Context: an optimization exercise on an open-source flow, tuned for small area. The choices shown serve that exercise and are no tape-out recipe.
At most, simulation tests tie the RTL to the original design; equivalence was not proved.
Power and IR drop assume default switching activity.

==> inputs of run H <==
## uart_core
module uart_core(
  input                  clk     ,
  input                  rst_n   ,       
  input                  serial_in_i     ,
  output                 serial_out_o    ,  
  output  [15:0]         bus2ip_addr_o   ,
  output  [15:0]         bus2ip_data_o   ,
  output                 bus2ip_rd_ce_o  ,     
  output                 bus2ip_wr_ce_o  ,     
  input   [15:0]         ip2bus_data_i
);
Settings: LEC_CHECK=0, CAP_MARGIN=20, CORE_MARGIN=2, CORE_UTILIZATION=60, SLEW_MARGIN=20; clock period 8.0 ns.
standard.sh (not shown) runs the stock make flow with config.mk's settings and CLKGATE_MAP_FILE= SYNTH_SCRIPT=/design/flow/synth_recipe.tcl, a recipe that flattens the netlist after the stock synthesis.
==> flow/flow/run.sh <==
#!/bin/bash
set -o pipefail
export CTS_ARGS="-sink_clustering_enable -repair_clock_nets -dont_use_dummy_load -sink_clustering_size 28 -sink_clustering_max_diameter 60"
export BUFFER_PORTS_ARGS="-buffer_cell sky130_fd_sc_hd__buf_1"
bash standard.sh > standard.log 2>&1
==> run X (differences from run H) <==
--- a/flow/design.v
+++ b/flow/design.v
@@ -40,34 +40,31 @@
 endmodule
 `timescale 1ns/10fs
 module bbfifo_16x8(
   input          clk   ,
   input          rst_n ,       
   input          read_i    ,       
   input          write_i   ,       
-  input          store_i   ,       
-  input          clear_i   ,       
   input  [7:0]   data_in_i ,
   output [7:0]   data_out_o      ,    
   output         data_present_o  ,
   output         full_o    ,
   output         afull_o       
 );
 reg [4:0] rptr;
 reg [4:0] wptr;
 wire  full ;
 wire  empty;
 assign full_o     = full;
 assign data_present_o = ~empty;
-wire [3:0] store_addr = wptr[3:0] + {3'b0, write_i & ~clear_i};
 bbfifo_16x8_mem bbfifo_16x8_mem (
   .clk        (clk ),
-  .wen_i      (store_i ), 
+  .wen_i      (write_i&(~full) ), 
   .wdata_i    (data_in_i ), 
-  .waddr_i    (store_addr ), 
+  .waddr_i    (wptr[3:0] ), 
   .raddr_i    (rptr[3:0] ), 
   .rdata_o    (data_out_o )
 );
 always @(posedge clk or negedge rst_n)
   if(!rst_n)	
   	rptr <= 5'b0;
   else if(read_i && (!empty))
@@ -154,68 +151,62 @@
   end
   always @(posedge clk or negedge rst_n) begin
     if(!rst_n)
       stop_condtion <= 0;
     else 
       stop_condtion <= (baud_count == 4'd8 && bit_count == (bit_num - 1) && en_16x_baud_i == 1'b1) ? 1 : 0; 
   end
-  reg  [7:0] data_bits;
-  reg        parity_bit;
   always @(posedge clk or negedge rst_n) begin
     if(!rst_n) begin
-      parity_bit    <= 1'b0;
+      received_data <= 9'h0;
       start_bit     <= 1'b1;
       stop_bit      <= 1'b1;
     end
     else if(en_16x_baud_i == 1'b1 && baud_count == 4'd8 && rx_active == 1'b1) begin
       case(bit_count)
         4'd0:  start_bit        <= serial_in_d3 ;  
+        4'd1:  received_data[0] <= serial_in_d3 ;
+        4'd2:  received_data[1] <= serial_in_d3 ;
+        4'd3:  received_data[2] <= serial_in_d3 ;
+        4'd4:  received_data[3] <= serial_in_d3 ;
+        4'd5:  received_data[4] <= serial_in_d3 ;
+        4'd6:  received_data[5] <= serial_in_d3 ;
+        4'd7:  received_data[6] <= serial_in_d3 ;
+        4'd8:  received_data[7] <= serial_in_d3 ;
         4'd9:  
           if(parity_en_i == 1'b1)
-            parity_bit <= serial_in_d3 ; 
+            received_data[8] <= serial_in_d3 ; 
           else
             stop_bit         <= serial_in_d3 ;
         4'd10: 
           if(parity_en_i == 1'b1)
             stop_bit <= serial_in_d3 ;
       endcase
     end
     else if(rx_active == 1'b0) begin
-      parity_bit    <= 1'b0;
+      received_data <= 9'h0;
       start_bit     <= start_polarity;
       stop_bit      <= stop_polarity;
     end
   end
-  always @(posedge clk) begin
-    if(en_16x_baud_i == 1'b1 && baud_count == 4'd8 && rx_active == 1'b1) begin
-      case(bit_count)
-        4'd1:  data_bits[0] <= serial_in_d3 ;
-        4'd2:  data_bits[1] <= serial_in_d3 ;
-        4'd3:  data_bits[2] <= serial_in_d3 ;
-        4'd4:  data_bits[3] <= serial_in_d3 ;
-        4'd5:  data_bits[4] <= serial_in_d3 ;
-        4'd6:  data_bits[5] <= serial_in_d3 ;
-        4'd7:  data_bits[6] <= serial_in_d3 ;
-        4'd8:  data_bits[7] <= serial_in_d3 ;
-      endcase
-    end
-  end
-  always @(*) received_data = {parity_bit, data_bits};
   assign break_condition = (stop_bit != stop_polarity && bit_count == (bit_num - 1)) ? 1 : 0;
   assign par_data[7:0] = (msb_first_i == 1'b0) ? received_data[7:0] : {received_data[0], received_data[1], received_data[2],
                            received_data[3], received_data[4], received_data[5], received_data[6], received_data[7]};
   assign calculated_parity = ^received_data[7:0];
   assign mismatch_parity = (parity_en_i == 1'b1 && calculated_parity != received_data[8]) ? 1'b1 : 1'b0;
   always @(posedge clk or negedge rst_n) begin
     if(!rst_n) 
       data_strobe_o <= 1'b0;
     else 
       data_strobe_o <= (stop_condtion == 1'b1 && break_condition == 1'b0 && mismatch_parity == 1'b0);
   end
-  always @(*) data_out_o = par_data;
+  always @(posedge clk) begin
+    if(stop_condtion == 1'b1)
+      data_out_o <= par_data[7:0];
+  end
 endmodule
 `timescale 1ns/10fs
 module kcuart_tx(
   input          clk     ,
   input          rst_n   ,       
   input          msb_first_i      ,     
   input          parity_en_i      ,     
@@ -336,32 +327,29 @@
   input          clk      ,
   input          rst_n    ,       
   input          msb_first_i       ,    
   input          parity_en_i       ,    
   input          start_polarity_i  ,    
   input  [7:0]   data_in_i         ,
   input          write_buffer_i    ,       
-  input          write_now_i       ,       
   input          reset_buffer_i    ,       
   input          en_16x_baud_i    ,
   output         serial_out_o        ,
   output         buffer_full_o       ,
   output         buffer_afull_o
 );
   wire  reset_buffer_n = rst_n & (~reset_buffer_i);
   wire  tx_complete;
   wire  data_present;
   wire  [7:0] fifo_dout;
   bbfifo_16x8 bbfifo_16x8(
     .clk              (clk),
     .rst_n            (reset_buffer_n),      
     .read_i           (tx_complete),      
-    .write_i          (write_buffer_i),
-    .store_i          (write_now_i),
-    .clear_i          (reset_buffer_i),      
+    .write_i          (write_buffer_i),      
     .data_in_i        (data_in_i),
     .data_out_o       (fifo_dout),    
     .data_present_o   (data_present),
     .full_o           (buffer_full_o),
     .afull_o          (buffer_afull_o)
   );                                
   kcuart_tx kcuart_tx(
@@ -427,15 +415,14 @@
   input                  rst_n             ,       
   input                  en_16x_baud_i        ,
   input  [7:0]           rx_data_out_i            ,
   output                 rx_read_buffer_o         ,
   input                  rx_buffer_data_present_i ,
   output reg [7:0]       tx_data_in_o           ,
   output reg             tx_write_buffer_o      ,       
-  output                 tx_write_now_o         ,
   input                  tx_buffer_full_i       ,
   input                  tx_buffer_afull_i,
   output  [15:0]         bus2ip_addr_o   ,
   output  [15:0]         bus2ip_data_o   ,
   output                 bus2ip_rd_ce_o  ,     
   output                 bus2ip_wr_ce_o  ,     
   input   [15:0]         ip2bus_data_i
@@ -682,16 +669,18 @@
   end
   always @(posedge clk) begin
     if(tx_start == 1'b1 && tx_in_progress == 1'b0) begin
       tx_burst_len_z1 <= tx_burst_len;
       tx_base_addr_z1 <= tx_base_addr;
     end
   end
-  always @(posedge clk) begin
-    if(tx_in_progress == 1'b1 && tx_ok)
+  always @(posedge clk or negedge rst_n) begin
+    if(!rst_n)
+      tx_count <= 6'h0;
+    else if(tx_in_progress == 1'b1 && tx_ok)
       tx_count <= tx_count + 6'd1;
     else if(tx_in_progress == 1'b0)
       tx_count <= 6'h0;
   end
   wire [3:0]  tx_word = tx_count[4:1] - 4'd2;
   wire [15:0] tx_rd   = read_data[tx_word];
   reg  [7:0]  tx_byte;
@@ -708,34 +697,35 @@
   reg  [7:0] tx_fcs;
   always @(posedge clk or negedge rst_n) begin
     if(!rst_n)
       tx_in_progress_d1 <= 0;
     else
       tx_in_progress_d1 <= tx_in_progress;
    end
-  always @(posedge clk) begin
-    if(tx_in_progress == 1'b1 && tx_in_progress_d1 == 1'b1 && tx_ok)
+  always @(posedge clk or negedge rst_n) begin
+    if(!rst_n)
+      tx_fcs <= 8'h0;
+    else if(tx_in_progress == 1'b1 && tx_in_progress_d1 == 1'b1 && tx_ok)
       tx_fcs <= tx_byte ^ tx_fcs;
     else if(tx_in_progress == 1'b0)
       tx_fcs <= 8'h0;
   end
-  always @(*) begin
+  always @(posedge clk) begin
     if(tx_count == tx_last - 6'd1)
-      tx_data_in_o = tx_fcs;
+      tx_data_in_o <= tx_fcs;
     else if(tx_count == tx_last)
-      tx_data_in_o = 8'hd5;
+      tx_data_in_o <= 8'hd5;
     else
-      tx_data_in_o = tx_byte;
+      tx_data_in_o <= tx_byte;
   end
-  assign tx_write_now_o = tx_in_progress && tx_ok;
   always @(posedge clk or negedge rst_n) begin
     if(!rst_n)
       tx_write_buffer_o <= 1'b0;
     else
-      tx_write_buffer_o <= tx_write_now_o;
+      tx_write_buffer_o <= tx_in_progress && tx_ok;
   end
   wire [3:0]  bus_word = write_enable ? write_step_m1[4:1] : read_step_m1[4:1];
   assign bus2ip_addr_o  = base_addr + {12'h0, bus_word};
   wire [3:0]  wring_pos = write_step_m1[4:1] - wphase;
   assign bus2ip_data_o  = wring[wring_pos];
   assign bus2ip_rd_ce_o = read_enable;
   assign bus2ip_wr_ce_o = write_enable;
@@ -758,15 +748,14 @@
   wire          en_16x_baud;
   wire          reset_buffer;
   wire [7:0]    rx_data_out ;
   wire          rx_read_buffer;
   wire          rx_buffer_data_present;
   wire  [7:0]   tx_data_in         ; 
   wire          tx_write_buffer    ; 
-  wire          tx_write_now       ; 
   wire          tx_buffer_full     ; 
   wire          tx_buffer_afull;
   wire  [15:0]  baud_config  ;
   uart_rx uart_rx(
     .clk                   (clk ),
     .rst_n                 (rst_n ),     
     .parity_en_i           (parity_en ),     
@@ -783,15 +772,14 @@
     .clk                   (clk ) , 
     .rst_n                 (rst_n ) , 
     .parity_en_i           (parity_en ) , 
     .msb_first_i           (msb_first ) , 
     .start_polarity_i      (start_polarity),
     .data_in_i             (tx_data_in ) , 
     .write_buffer_i        (tx_write_buffer ) , 
-    .write_now_i           (tx_write_now ) , 
     .reset_buffer_i        (reset_buffer ) , 
     .en_16x_baud_i         (en_16x_baud ) , 
     .serial_out_o          (serial_out_o ) , 
     .buffer_full_o         (tx_buffer_full ) , 
     .buffer_afull_o        (tx_buffer_afull )
   );
   baud_generator  baud_generator(
@@ -817,15 +805,14 @@
     .rst_n                   (rst_n      ),      
     .en_16x_baud_i           (en_16x_baud   ),
     .rx_data_out_i           (rx_data_out            ) ,
     .rx_read_buffer_o        (rx_read_buffer         ) ,
     .rx_buffer_data_present_i(rx_buffer_data_present ) ,
     .tx_data_in_o            (tx_data_in          ) ,
     .tx_write_buffer_o       (tx_write_buffer     ) ,
-    .tx_write_now_o          (tx_write_now        ) ,
     .tx_buffer_full_i        (tx_buffer_full      ) ,
     .tx_buffer_afull_i       (tx_buffer_afull),
     .bus2ip_addr_o           (bus2ip_addr_o   ) ,
     .bus2ip_data_o           (bus2ip_data_o   ) ,
     .bus2ip_rd_ce_o          (bus2ip_rd_ce_o  ) ,  
     .bus2ip_wr_ce_o          (bus2ip_wr_ce_o  ) , 
     .ip2bus_data_i           (ip2bus_data_i ) 
==> flow/run.sh (new file) <==
#!/bin/bash
# synth_recipe.tcl (not shown) runs the flow's synth.tcl, then flattens the netlist and writes it again
# the make line also repeats each setting of config.mk as NAME=value (left out here)
make -C /OpenROAD-flow-scripts/flow DESIGN_CONFIG=/design/flow/config.mk WORK_HOME=/design/flow/orfs CLKGATE_MAP_FILE= SYNTH_SCRIPT=/design/flow/synth_recipe.tcl finish
Settings changed: ABC_AREA set to 1, CORE_UTILIZATION 60 to 55, CTS_BUF_LIST set to sky130_fd_sc_hd__clkbuf_4 sky130_fd_sc_hd__clkbuf_8, CTS_CLUSTER_SIZE set to 24.
removed: flow/flow/run.sh
removed: flow/standard.sh
==> run K (differences from run H) <==
--- a/flow/design.v
+++ b/flow/design.v
@@ -40,34 +40,31 @@
 endmodule
 `timescale 1ns/10fs
 module bbfifo_16x8(
   input          clk   ,
   input          rst_n ,       
   input          read_i    ,       
   input          write_i   ,       
-  input          store_i   ,       
-  input          clear_i   ,       
   input  [7:0]   data_in_i ,
   output [7:0]   data_out_o      ,    
   output         data_present_o  ,
   output         full_o    ,
   output         afull_o       
 );
 reg [4:0] rptr;
 reg [4:0] wptr;
 wire  full ;
 wire  empty;
 assign full_o     = full;
 assign data_present_o = ~empty;
-wire [3:0] store_addr = wptr[3:0] + {3'b0, write_i & ~clear_i};
 bbfifo_16x8_mem bbfifo_16x8_mem (
   .clk        (clk ),
-  .wen_i      (store_i ), 
+  .wen_i      (write_i&(~full) ), 
   .wdata_i    (data_in_i ), 
-  .waddr_i    (store_addr ), 
+  .waddr_i    (wptr[3:0] ), 
   .raddr_i    (rptr[3:0] ), 
   .rdata_o    (data_out_o )
 );
 always @(posedge clk or negedge rst_n)
   if(!rst_n)	
   	rptr <= 5'b0;
   else if(read_i && (!empty))
@@ -154,68 +151,62 @@
   end
   always @(posedge clk or negedge rst_n) begin
     if(!rst_n)
       stop_condtion <= 0;
     else 
       stop_condtion <= (baud_count == 4'd8 && bit_count == (bit_num - 1) && en_16x_baud_i == 1'b1) ? 1 : 0; 
   end
-  reg  [7:0] data_bits;
-  reg        parity_bit;
   always @(posedge clk or negedge rst_n) begin
     if(!rst_n) begin
-      parity_bit    <= 1'b0;
+      received_data <= 9'h0;
       start_bit     <= 1'b1;
       stop_bit      <= 1'b1;
     end
     else if(en_16x_baud_i == 1'b1 && baud_count == 4'd8 && rx_active == 1'b1) begin
       case(bit_count)
         4'd0:  start_bit        <= serial_in_d3 ;  
+        4'd1:  received_data[0] <= serial_in_d3 ;
+        4'd2:  received_data[1] <= serial_in_d3 ;
+        4'd3:  received_data[2] <= serial_in_d3 ;
+        4'd4:  received_data[3] <= serial_in_d3 ;
+        4'd5:  received_data[4] <= serial_in_d3 ;
+        4'd6:  received_data[5] <= serial_in_d3 ;
+        4'd7:  received_data[6] <= serial_in_d3 ;
+        4'd8:  received_data[7] <= serial_in_d3 ;
         4'd9:  
           if(parity_en_i == 1'b1)
-            parity_bit <= serial_in_d3 ; 
+            received_data[8] <= serial_in_d3 ; 
           else
             stop_bit         <= serial_in_d3 ;
         4'd10: 
           if(parity_en_i == 1'b1)
             stop_bit <= serial_in_d3 ;
       endcase
     end
     else if(rx_active == 1'b0) begin
-      parity_bit    <= 1'b0;
+      received_data <= 9'h0;
       start_bit     <= start_polarity;
       stop_bit      <= stop_polarity;
     end
   end
-  always @(posedge clk) begin
-    if(en_16x_baud_i == 1'b1 && baud_count == 4'd8 && rx_active == 1'b1) begin
-      case(bit_count)
-        4'd1:  data_bits[0] <= serial_in_d3 ;
-        4'd2:  data_bits[1] <= serial_in_d3 ;
-        4'd3:  data_bits[2] <= serial_in_d3 ;
-        4'd4:  data_bits[3] <= serial_in_d3 ;
-        4'd5:  data_bits[4] <= serial_in_d3 ;
-        4'd6:  data_bits[5] <= serial_in_d3 ;
-        4'd7:  data_bits[6] <= serial_in_d3 ;
-        4'd8:  data_bits[7] <= serial_in_d3 ;
-      endcase
-    end
-  end
-  always @(*) received_data = {parity_bit, data_bits};
   assign break_condition = (stop_bit != stop_polarity && bit_count == (bit_num - 1)) ? 1 : 0;
   assign par_data[7:0] = (msb_first_i == 1'b0) ? received_data[7:0] : {received_data[0], received_data[1], received_data[2],
                            received_data[3], received_data[4], received_data[5], received_data[6], received_data[7]};
   assign calculated_parity = ^received_data[7:0];
   assign mismatch_parity = (parity_en_i == 1'b1 && calculated_parity != received_data[8]) ? 1'b1 : 1'b0;
   always @(posedge clk or negedge rst_n) begin
     if(!rst_n) 
       data_strobe_o <= 1'b0;
     else 
       data_strobe_o <= (stop_condtion == 1'b1 && break_condition == 1'b0 && mismatch_parity == 1'b0);
   end
-  always @(*) data_out_o = par_data;
+  always @(posedge clk) begin
+    if(stop_condtion == 1'b1)
+      data_out_o <= par_data[7:0];
+  end
 endmodule
 `timescale 1ns/10fs
 module kcuart_tx(
   input          clk     ,
   input          rst_n   ,       
   input          msb_first_i      ,     
   input          parity_en_i      ,     
@@ -336,32 +327,29 @@
   input          clk      ,
   input          rst_n    ,       
   input          msb_first_i       ,    
   input          parity_en_i       ,    
   input          start_polarity_i  ,    
   input  [7:0]   data_in_i         ,
   input          write_buffer_i    ,       
-  input          write_now_i       ,       
   input          reset_buffer_i    ,       
   input          en_16x_baud_i    ,
   output         serial_out_o        ,
   output         buffer_full_o       ,
   output         buffer_afull_o
 );
   wire  reset_buffer_n = rst_n & (~reset_buffer_i);
   wire  tx_complete;
   wire  data_present;
   wire  [7:0] fifo_dout;
   bbfifo_16x8 bbfifo_16x8(
     .clk              (clk),
     .rst_n            (reset_buffer_n),      
     .read_i           (tx_complete),      
-    .write_i          (write_buffer_i),
-    .store_i          (write_now_i),
-    .clear_i          (reset_buffer_i),      
+    .write_i          (write_buffer_i),      
     .data_in_i        (data_in_i),
     .data_out_o       (fifo_dout),    
     .data_present_o   (data_present),
     .full_o           (buffer_full_o),
     .afull_o          (buffer_afull_o)
   );                                
   kcuart_tx kcuart_tx(
@@ -427,15 +415,14 @@
   input                  rst_n             ,       
   input                  en_16x_baud_i        ,
   input  [7:0]           rx_data_out_i            ,
   output                 rx_read_buffer_o         ,
   input                  rx_buffer_data_present_i ,
   output reg [7:0]       tx_data_in_o           ,
   output reg             tx_write_buffer_o      ,       
-  output                 tx_write_now_o         ,
   input                  tx_buffer_full_i       ,
   input                  tx_buffer_afull_i,
   output  [15:0]         bus2ip_addr_o   ,
   output  [15:0]         bus2ip_data_o   ,
   output                 bus2ip_rd_ce_o  ,     
   output                 bus2ip_wr_ce_o  ,     
   input   [15:0]         ip2bus_data_i
@@ -682,16 +669,18 @@
   end
   always @(posedge clk) begin
     if(tx_start == 1'b1 && tx_in_progress == 1'b0) begin
       tx_burst_len_z1 <= tx_burst_len;
       tx_base_addr_z1 <= tx_base_addr;
     end
   end
-  always @(posedge clk) begin
-    if(tx_in_progress == 1'b1 && tx_ok)
+  always @(posedge clk or negedge rst_n) begin
+    if(!rst_n)
+      tx_count <= 6'h0;
+    else if(tx_in_progress == 1'b1 && tx_ok)
       tx_count <= tx_count + 6'd1;
     else if(tx_in_progress == 1'b0)
       tx_count <= 6'h0;
   end
   wire [3:0]  tx_word = tx_count[4:1] - 4'd2;
   wire [15:0] tx_rd   = read_data[tx_word];
   reg  [7:0]  tx_byte;
@@ -708,34 +697,35 @@
   reg  [7:0] tx_fcs;
   always @(posedge clk or negedge rst_n) begin
     if(!rst_n)
       tx_in_progress_d1 <= 0;
     else
       tx_in_progress_d1 <= tx_in_progress;
    end
-  always @(posedge clk) begin
-    if(tx_in_progress == 1'b1 && tx_in_progress_d1 == 1'b1 && tx_ok)
+  always @(posedge clk or negedge rst_n) begin
+    if(!rst_n)
+      tx_fcs <= 8'h0;
+    else if(tx_in_progress == 1'b1 && tx_in_progress_d1 == 1'b1 && tx_ok)
       tx_fcs <= tx_byte ^ tx_fcs;
     else if(tx_in_progress == 1'b0)
       tx_fcs <= 8'h0;
   end
-  always @(*) begin
+  always @(posedge clk) begin
     if(tx_count == tx_last - 6'd1)
-      tx_data_in_o = tx_fcs;
+      tx_data_in_o <= tx_fcs;
     else if(tx_count == tx_last)
-      tx_data_in_o = 8'hd5;
+      tx_data_in_o <= 8'hd5;
     else
-      tx_data_in_o = tx_byte;
+      tx_data_in_o <= tx_byte;
   end
-  assign tx_write_now_o = tx_in_progress && tx_ok;
   always @(posedge clk or negedge rst_n) begin
     if(!rst_n)
       tx_write_buffer_o <= 1'b0;
     else
-      tx_write_buffer_o <= tx_write_now_o;
+      tx_write_buffer_o <= tx_in_progress && tx_ok;
   end
   wire [3:0]  bus_word = write_enable ? write_step_m1[4:1] : read_step_m1[4:1];
   assign bus2ip_addr_o  = base_addr + {12'h0, bus_word};
   wire [3:0]  wring_pos = write_step_m1[4:1] - wphase;
   assign bus2ip_data_o  = wring[wring_pos];
   assign bus2ip_rd_ce_o = read_enable;
   assign bus2ip_wr_ce_o = write_enable;
@@ -758,15 +748,14 @@
   wire          en_16x_baud;
   wire          reset_buffer;
   wire [7:0]    rx_data_out ;
   wire          rx_read_buffer;
   wire          rx_buffer_data_present;
   wire  [7:0]   tx_data_in         ; 
   wire          tx_write_buffer    ; 
-  wire          tx_write_now       ; 
   wire          tx_buffer_full     ; 
   wire          tx_buffer_afull;
   wire  [15:0]  baud_config  ;
   uart_rx uart_rx(
     .clk                   (clk ),
     .rst_n                 (rst_n ),     
     .parity_en_i           (parity_en ),     
@@ -783,15 +772,14 @@
     .clk                   (clk ) , 
     .rst_n                 (rst_n ) , 
     .parity_en_i           (parity_en ) , 
     .msb_first_i           (msb_first ) , 
     .start_polarity_i      (start_polarity),
     .data_in_i             (tx_data_in ) , 
     .write_buffer_i        (tx_write_buffer ) , 
-    .write_now_i           (tx_write_now ) , 
     .reset_buffer_i        (reset_buffer ) , 
     .en_16x_baud_i         (en_16x_baud ) , 
     .serial_out_o          (serial_out_o ) , 
     .buffer_full_o         (tx_buffer_full ) , 
     .buffer_afull_o        (tx_buffer_afull )
   );
   baud_generator  baud_generator(
@@ -817,15 +805,14 @@
     .rst_n                   (rst_n      ),      
     .en_16x_baud_i           (en_16x_baud   ),
     .rx_data_out_i           (rx_data_out            ) ,
     .rx_read_buffer_o        (rx_read_buffer         ) ,
     .rx_buffer_data_present_i(rx_buffer_data_present ) ,
     .tx_data_in_o            (tx_data_in          ) ,
     .tx_write_buffer_o       (tx_write_buffer     ) ,
-    .tx_write_now_o          (tx_write_now        ) ,
     .tx_buffer_full_i        (tx_buffer_full      ) ,
     .tx_buffer_afull_i       (tx_buffer_afull),
     .bus2ip_addr_o           (bus2ip_addr_o   ) ,
     .bus2ip_data_o           (bus2ip_data_o   ) ,
     .bus2ip_rd_ce_o          (bus2ip_rd_ce_o  ) ,  
     .bus2ip_wr_ce_o          (bus2ip_wr_ce_o  ) , 
     .ip2bus_data_i           (ip2bus_data_i ) 
==> flow/flow/run.sh (replaced) <==
#!/bin/bash
set -o pipefail
export CTS_ARGS="-sink_clustering_enable -repair_clock_nets -dont_use_dummy_load"
export BUFFER_PORTS_ARGS="-buffer_cell sky130_fd_sc_hd__buf_1"
bash standard.sh > standard.log 2>&1
Settings changed: CORE_UTILIZATION 60 to 40.
==> summary.md <==
| Metric | Value |
|---|---|
| Post-synthesis mux area share | a little over a tenth |
| Fin crit share | between 70% and 80% |
| # H-tree levels | 3 |
| R2R Setup Slk | 3330 ps |
| Die width | 298.4 µm |
| Final core utilization | 45.01% |
| Status | no timing/DRC/antenna violations |
The numbers above come from run K.

==> summary.md <==
| Metric | Value |
|---|---|
| # H-tree levels | 2 |
| Post-synthesis mux area share | a little over a tenth |
| Status | no timing/DRC/antenna violations |
| Largest cell class by area | registers |
| R2R Setup Slk | 3380 ps |
| Die width | between 200 and 250 µm |
| Fin crit share | 82.41% |
The numbers above come from run H.

==> summary.md <==
| Metric | Value |
|---|---|
| Overall Global Routing Usage | approximately 27% |
| Fin crit share | 90.12% |
| Tapcell count | 864 |
| Comb. pwr | 54.8 µW |
| Share of layout cells above drive strength 1 | 9.430% |
| Post-synthesis mux area share | 0.03093% |
| # H-tree levels | 4 |
| R2R Setup Slk | ~3500 ps |
| Die width | 261.3 µm |
| CORE AREA | 65,630 µm² |
| Combinational power share | less than 1% |
| Total I/O pin count | 54 |
| Critical Path Source | bus_master.write_step[1]$_DFFE_PN0P_ |
| Status | no timing/DRC/antenna violations |
The numbers above come from run X.

Only the layout flow was run in run H; the RTL was not checked for function there.

-- what the ideal ports hide --
How much do the figures lean on ideal ports? The routed layouts below were timed once more, with nothing changed but the port constraints.
Step 1: set_driving_cell puts a clkbuf_16 on clk and a buf_2 on each other input, an assumption about the parent block.
Step 2 adds t to the input delays and takes it off the output delays; t is the mean of the earliest and latest rising clock arrival at the registers after step 1. Input paths then give back, and output paths get back, about the clock's delay inside the block.
Slacks: no drivers / after step 1 / after step 2; pairs: no drivers / after step 1.
run	t, ns	setup slack, ns	worst setup path after step 2	latest minus earliest clock arrival (ns)	worst register clock-pin slew, ns
run H	0.660	1.407 / 1.344 / 2.005	register to output	0.079 / 0.079	0.10 / 0.10
run X	0.822	0.790 / 0.733 / 1.555	register to output	0.040 / 0.040	0.07 / 0.07
run K	0.686	1.658 / 1.594 / 2.280	register to output	0.096 / 0.096	0.06 / 0.06
After both steps setup and hold are still met in every run listed.
